Background: an optimization exercise with open tools, aiming at small area and a short achievable clock period. Do not read the settings as production practice. The RTL was checked by simulation tests, not by an equivalence proof against the original design. No activity file was given, so power comes from the tool's default toggle rates.

==> run H: inputs <==
Design matrix_multiplier, start of the top module:
module matrix_multiplier #(
  parameter int DATA_WIDTH = 8,
  parameter int A_ROWS = 2,
  parameter int B_COLUMNS = 2,
  parameter int A_COLUMNS_B_ROWS = 2,
  parameter int C_DATA_WIDTH = (2 * DATA_WIDTH) + $clog2(A_COLUMNS_B_ROWS)
) (
  input                           clk_i,
  input                           reset_i,
  input                           valid_i,
  output logic                    valid_o,
  input        [A_ROWS * A_COLUMNS_B_ROWS * DATA_WIDTH-1:0]   a_i,
  input        [A_COLUMNS_B_ROWS * B_COLUMNS * DATA_WIDTH-1:0] b_i,
  output logic [A_ROWS * B_COLUMNS * C_DATA_WIDTH-1:0]         c_o
);
  logic [31:0] a_q, b_q;
  wire pp0_1, pp0_2, pp0_3, pp0_4, pp0_5, pp0_6, pp0_7, pp0_8, pp0_9, pp0_10, pp0_11, pp0_12, pp0_13, pp0_14, pp0_15, pp0_16;
  wire pp0_17, pp0_18, pp0_19, pp0_20, pp0_21, pp0_22, pp0_23, pp0_24, pp0_25, pp0_26, pp0_27, pp0_28, pp0_29, pp0_30, pp0_31, pp0_32;
  wire pp0_33, pp0_34, pp0_35, pp0_36, pp0_37, pp0_38, pp0_39, pp0_40, pp0_41, pp0_42, pp0_43, pp0_44, pp0_45, pp0_46, pp0_47, pp0_48;
  wire pp0_49, pp0_50, pp0_51, pp0_52, pp0_53, pp0_54, pp0_55, pp0_56, pp0_57, pp0_58, pp0_59, pp0_60, pp0_61, pp0_62, pp0_63, pp0_64;
  wire pp0_65, pp0_66, pp0_67, pp0_68, pp0_69, pp0_70, pp0_71, pp0_72, pp0_73, pp0_74, pp0_75, pp0_76, pp0_77, pp0_78, pp0_79, pp0_80;
  ...
clock: 6.8 ns
lec_check: 0
abc_clock_period_in_ps: 2200
cap_margin: 20
core_margin: 2
core_utilization: 40
setup_slack_margin: 4.6
slew_margin: 20
synth_hierarchical: 1
run.sh (not shown) runs the stock make flow with config.mk's settings and CLKGATE_MAP_FILE= SYNTH_SCRIPT=/design/flow/synth_recipe.tcl, a recipe that flattens the netlist after the stock synthesis.
==> run X: changes against run H <==
==> flow/flow/run.sh (new file) <==
#!/bin/bash
# Own flow: the standard layout (standard.sh), with the ports buffered by
# plain buf_1 cells instead of the delay-buffer cell buffer_ports picks itself.
# Every input and output port still gets its own buffer.
set -euo pipefail
export BUFFER_PORTS_ARGS="-buffer_cell sky130_fd_sc_hd__buf_1"
bash standard.sh > standard.log 2>&1
==> flow/standard.sh (new file) <==
#!/bin/bash
# synth_recipe.tcl (not shown) runs the flow's synth.tcl, then flattens the netlist and writes it again
# the make line also repeats each setting of config.mk as NAME=value (left out here)
make -C /OpenROAD-flow-scripts/flow DESIGN_CONFIG=/design/flow/config.mk WORK_HOME=/design/flow/orfs CLKGATE_MAP_FILE= SYNTH_SCRIPT=/design/flow/synth_recipe.tcl "${@:-finish}"
- ABC_CLOCK_PERIOD_IN_PS: 2200 -> 2400
- CORE_UTILIZATION: 40 -> 70
- PLACE_DENSITY: default -> 0.8
- SETUP_SLACK_MARGIN: 4.6 -> 4.4
removed: flow/run.sh
==> run F: changes against run H <==
- ABC_CLOCK_PERIOD_IN_PS: 2200 -> default
- SETUP_SLACK_MARGIN: 4.6 -> default
==> run M: changes against run H <==
==> flow/flow/run.sh (new file) <==
#!/bin/bash
# Own flow: the standard layout (standard.sh), with the ports buffered by
# plain buf_1 cells instead of the delay-buffer cell buffer_ports picks itself.
# Every input and output port still gets its own buffer.
set -euo pipefail
export BUFFER_PORTS_ARGS="-buffer_cell sky130_fd_sc_hd__buf_1"
bash standard.sh > standard.log 2>&1
==> flow/standard.sh (new file) <==
#!/bin/bash
# synth_recipe.tcl (not shown) runs the flow's synth.tcl, then flattens the netlist and writes it again
# the make line also repeats each setting of config.mk as NAME=value (left out here)
make -C /OpenROAD-flow-scripts/flow DESIGN_CONFIG=/design/flow/config.mk WORK_HOME=/design/flow/orfs CLKGATE_MAP_FILE= SYNTH_SCRIPT=/design/flow/synth_recipe.tcl "${@:-finish}"
- ABC_CLOCK_PERIOD_IN_PS: 2200 -> 2500
- CTS_CLUSTER_DIAMETER: default -> 80
- CTS_CLUSTER_SIZE: default -> 28
- SETUP_SLACK_MARGIN: 4.6 -> 4.3
removed: flow/run.sh
==> run notes <==
Maximum frequency: run H > run X > run M > run F.
Between run H and run X, the lower core utilization is in run H (gap 25 points).
Against run X, the count of clock-buffer cells in the layout of run F is higher by 12.
Sequential share of layout area, highest first: run M, run X, run F, run H.
Of run F and run X, run F has the higher power (gap about 1.6%, measured against run X).
Clock skew: run H is lower than run F (0.0065 ns).
==> figures <==
Result of the run: run F no timing/DRC/antenna violations; run X no timing/DRC/antenna violations; run M no timing/DRC/antenna violations; run H no timing/DRC/antenna violations
Die outline area: run F 0.0572 sq mm; run X 0.0330 sq mm; run M 0.0572 sq mm; run H 0.0572 sq mm
Gate power share: run F 38.8%; run X 38.3%; run M 39.9%; run H 41.3%
M2 GR Usage: run F 30.6%; run X 52.5%; run M 29.1%; run H 34.2%
Total met3 wirelength after detailed routing: run F 3160 microns; run X 4800 microns; run M 4120 microns; run H 7520 microns
Worst slew pin tran: run F 0.885 ns; run X 0.457 ns; run M 0.513 ns; run H 0.584 ns
Effective utilization at floorplan: run F 40.3%; run X 70.6%; run M 40.3%; run H 40.3%
Largest net degree at the start of global routing: run F 17; run X 17; run M 29; run H 17
Skew-Pair Late Insertion Delay: run F 0.59 ns; run X 0.58 ns; run M 0.62 ns; run H 0.58 ns
Utilization after layout: run F 46.6%; run X 78.8%; run M 44.5%; run H 53.8%
Deepest level of the CTS H-tree: run F 2; run X 2; run M 1; run H 2
Setup bufs post-CTS: run F 0; run X 0; run M 0; run H 196
WP data arrival: run F 1.46 ns; run X 1.06 ns; run M 2.95 ns; run H 1.02 ns

---

==> job 606: inputs <==
matrix_multiplier again, from the RTL that the note above started with.
Settings: LEC_CHECK=0, ABC_CLOCK_PERIOD_IN_PS=2350, CAP_MARGIN=20, CORE_MARGIN=2, CORE_UTILIZATION=40, CTS_CLUSTER_DIAMETER=80, CTS_CLUSTER_SIZE=28, SETUP_SLACK_MARGIN=4.45, SLEW_MARGIN=20, SYNTH_HIERARCHICAL=1; clock period 6.8 ns.
standard.sh (not shown) runs the stock make flow with config.mk's settings and CLKGATE_MAP_FILE= SYNTH_SCRIPT=/design/flow/synth_recipe.tcl, a recipe that flattens the netlist after the stock synthesis.
==> flow/flow/run.sh <==
#!/bin/bash
# Own flow: the standard layout (standard.sh), with the ports buffered by
# plain buf_1 cells instead of the delay-buffer cell buffer_ports picks itself
# (every input and output port still gets its own buffer), and a clock tree
# built without dummy loads.
set -euo pipefail
export BUFFER_PORTS_ARGS="-buffer_cell sky130_fd_sc_hd__buf_1"
export CTS_ARGS="-sink_clustering_enable -repair_clock_nets -sink_clustering_size 28 -sink_clustering_max_diameter 80 -dont_use_dummy_load"
bash standard.sh > standard.log 2>&1
==> inputs of job 8963, as changes to job 606 <==
==> flow/flow/run.sh (replaced) <==
#!/bin/bash
# Own flow: the standard layout (standard.sh), with the ports buffered by
# plain buf_1 cells instead of the delay-buffer cell buffer_ports picks itself.
# Every input and output port still gets its own buffer.
set -euo pipefail
export BUFFER_PORTS_ARGS="-buffer_cell sky130_fd_sc_hd__buf_1"
bash standard.sh > standard.log 2>&1
Settings changed: ABC_CLOCK_PERIOD_IN_PS 2350 to 2400, CORE_UTILIZATION 40 to 60, CTS_CLUSTER_DIAMETER 80 to default, CTS_CLUSTER_SIZE 28 to default, SETUP_SLACK_MARGIN 4.45 to 4.4.
==> inputs of job 4646, as changes to job 606 <==
==> flow/flow/run.sh (replaced) <==
#!/bin/bash
# Own flow: the standard layout (standard.sh), with the ports buffered by
# plain buf_1 cells instead of the delay-buffer cell buffer_ports picks itself.
# Every input and output port still gets its own buffer.
set -euo pipefail
export BUFFER_PORTS_ARGS="-buffer_cell sky130_fd_sc_hd__buf_1"
bash standard.sh > standard.log 2>&1
Settings changed: ABC_CLOCK_PERIOD_IN_PS 2350 to 2600, CTS_CLUSTER_DIAMETER 80 to default, CTS_CLUSTER_SIZE 28 to default, SETUP_SLACK_MARGIN 4.45 to 4.2.
==> reports/summary.md <==
The run finished with no timing, DRC or antenna violations. Power spread over the standard cell area amounts to 383 nW/um^2. Cell class contributing the biggest share of worst-path delay: flip-flops. The largest individual stage delay along the critical path comes from the cell dfxtp_1.

In this run the worst setup path terminates at c_o[36]. The tools report the overall power as 9.87 mW.
-- figures above: job 606

==> reports/summary.md <==
The cell family contributing the most delay on the critical path is flip-flops. The tools report the worst setup path endpoint as c_o[17]. In the final layout, the registers with the most flip-flops are c_o (68), a_q (32), b_q (32). Counting flops with a built-in enable in the synthesized netlist gives 0. Summing internal, switching and leakage power gives 11.0 mW. The number of different library cells used by synthesis comes to 45. The run finished with no timing, DRC or antenna violations.

For this design the ratio of total power to cell area is 440 nW/um^2.
-- figures above: job 8963

==> reports/summary.md <==
The run gives 7.28 ns as the required time of the critical path. The total vias in the final route was 13.5k. The register with the most flip-flops in the layout has 68 of them. The run finished with no timing, DRC or antenna violations.

The slowest cell on the critical path is fa_1. The run gives 37.0% as the sequential share of power. Among cell families on the critical path, the largest total delay comes from adder cells.

Share of flip-flops with an asynchronous set or reset: 0%.
-- figures above: job 4646

-- port drivers added, routing unchanged --
The results above use ideal ports. As a check the final layouts listed here were re-extracted and re-timed, cells and wires unchanged.
Step 1 sets driving cells, clkbuf_16 on the clock port and buf_2 on the other inputs (assumed; they add their load-dependent delay and slew).
Step 2 moves the port delays by t, midway between the first and last clock arrival at a register: inputs arrive t later, outputs are due t later. That takes back most of the time a late clock gives input paths.
Three values: ideal, step 1, step 2; two values: the first two.
run	t, ns	setup slack, ns	worst setup path at the end	worst register clock-pin slew, ns
run H	0.624	4.420 / 4.366 / 4.446	register to register	0.07 / 0.07
run X	0.618	4.379 / 4.329 / 4.382	register to register	0.08 / 0.08
run F	0.634	3.983 / 3.925 / 3.985	register to register	0.06 / 0.06
run M	0.665	4.340 / 4.300 / 4.340	register to register	0.10 / 0.10
job 606	0.644	4.347 / 4.288 / 4.424	register to register	0.10 / 0.10
job 8963	0.623	4.424 / 4.370 / 4.448	register to register	0.07 / 0.07
job 4646	0.643	4.308 / 4.308 / 4.308	register to register	0.07 / 0.07
After both steps setup and hold are still met in every run listed.
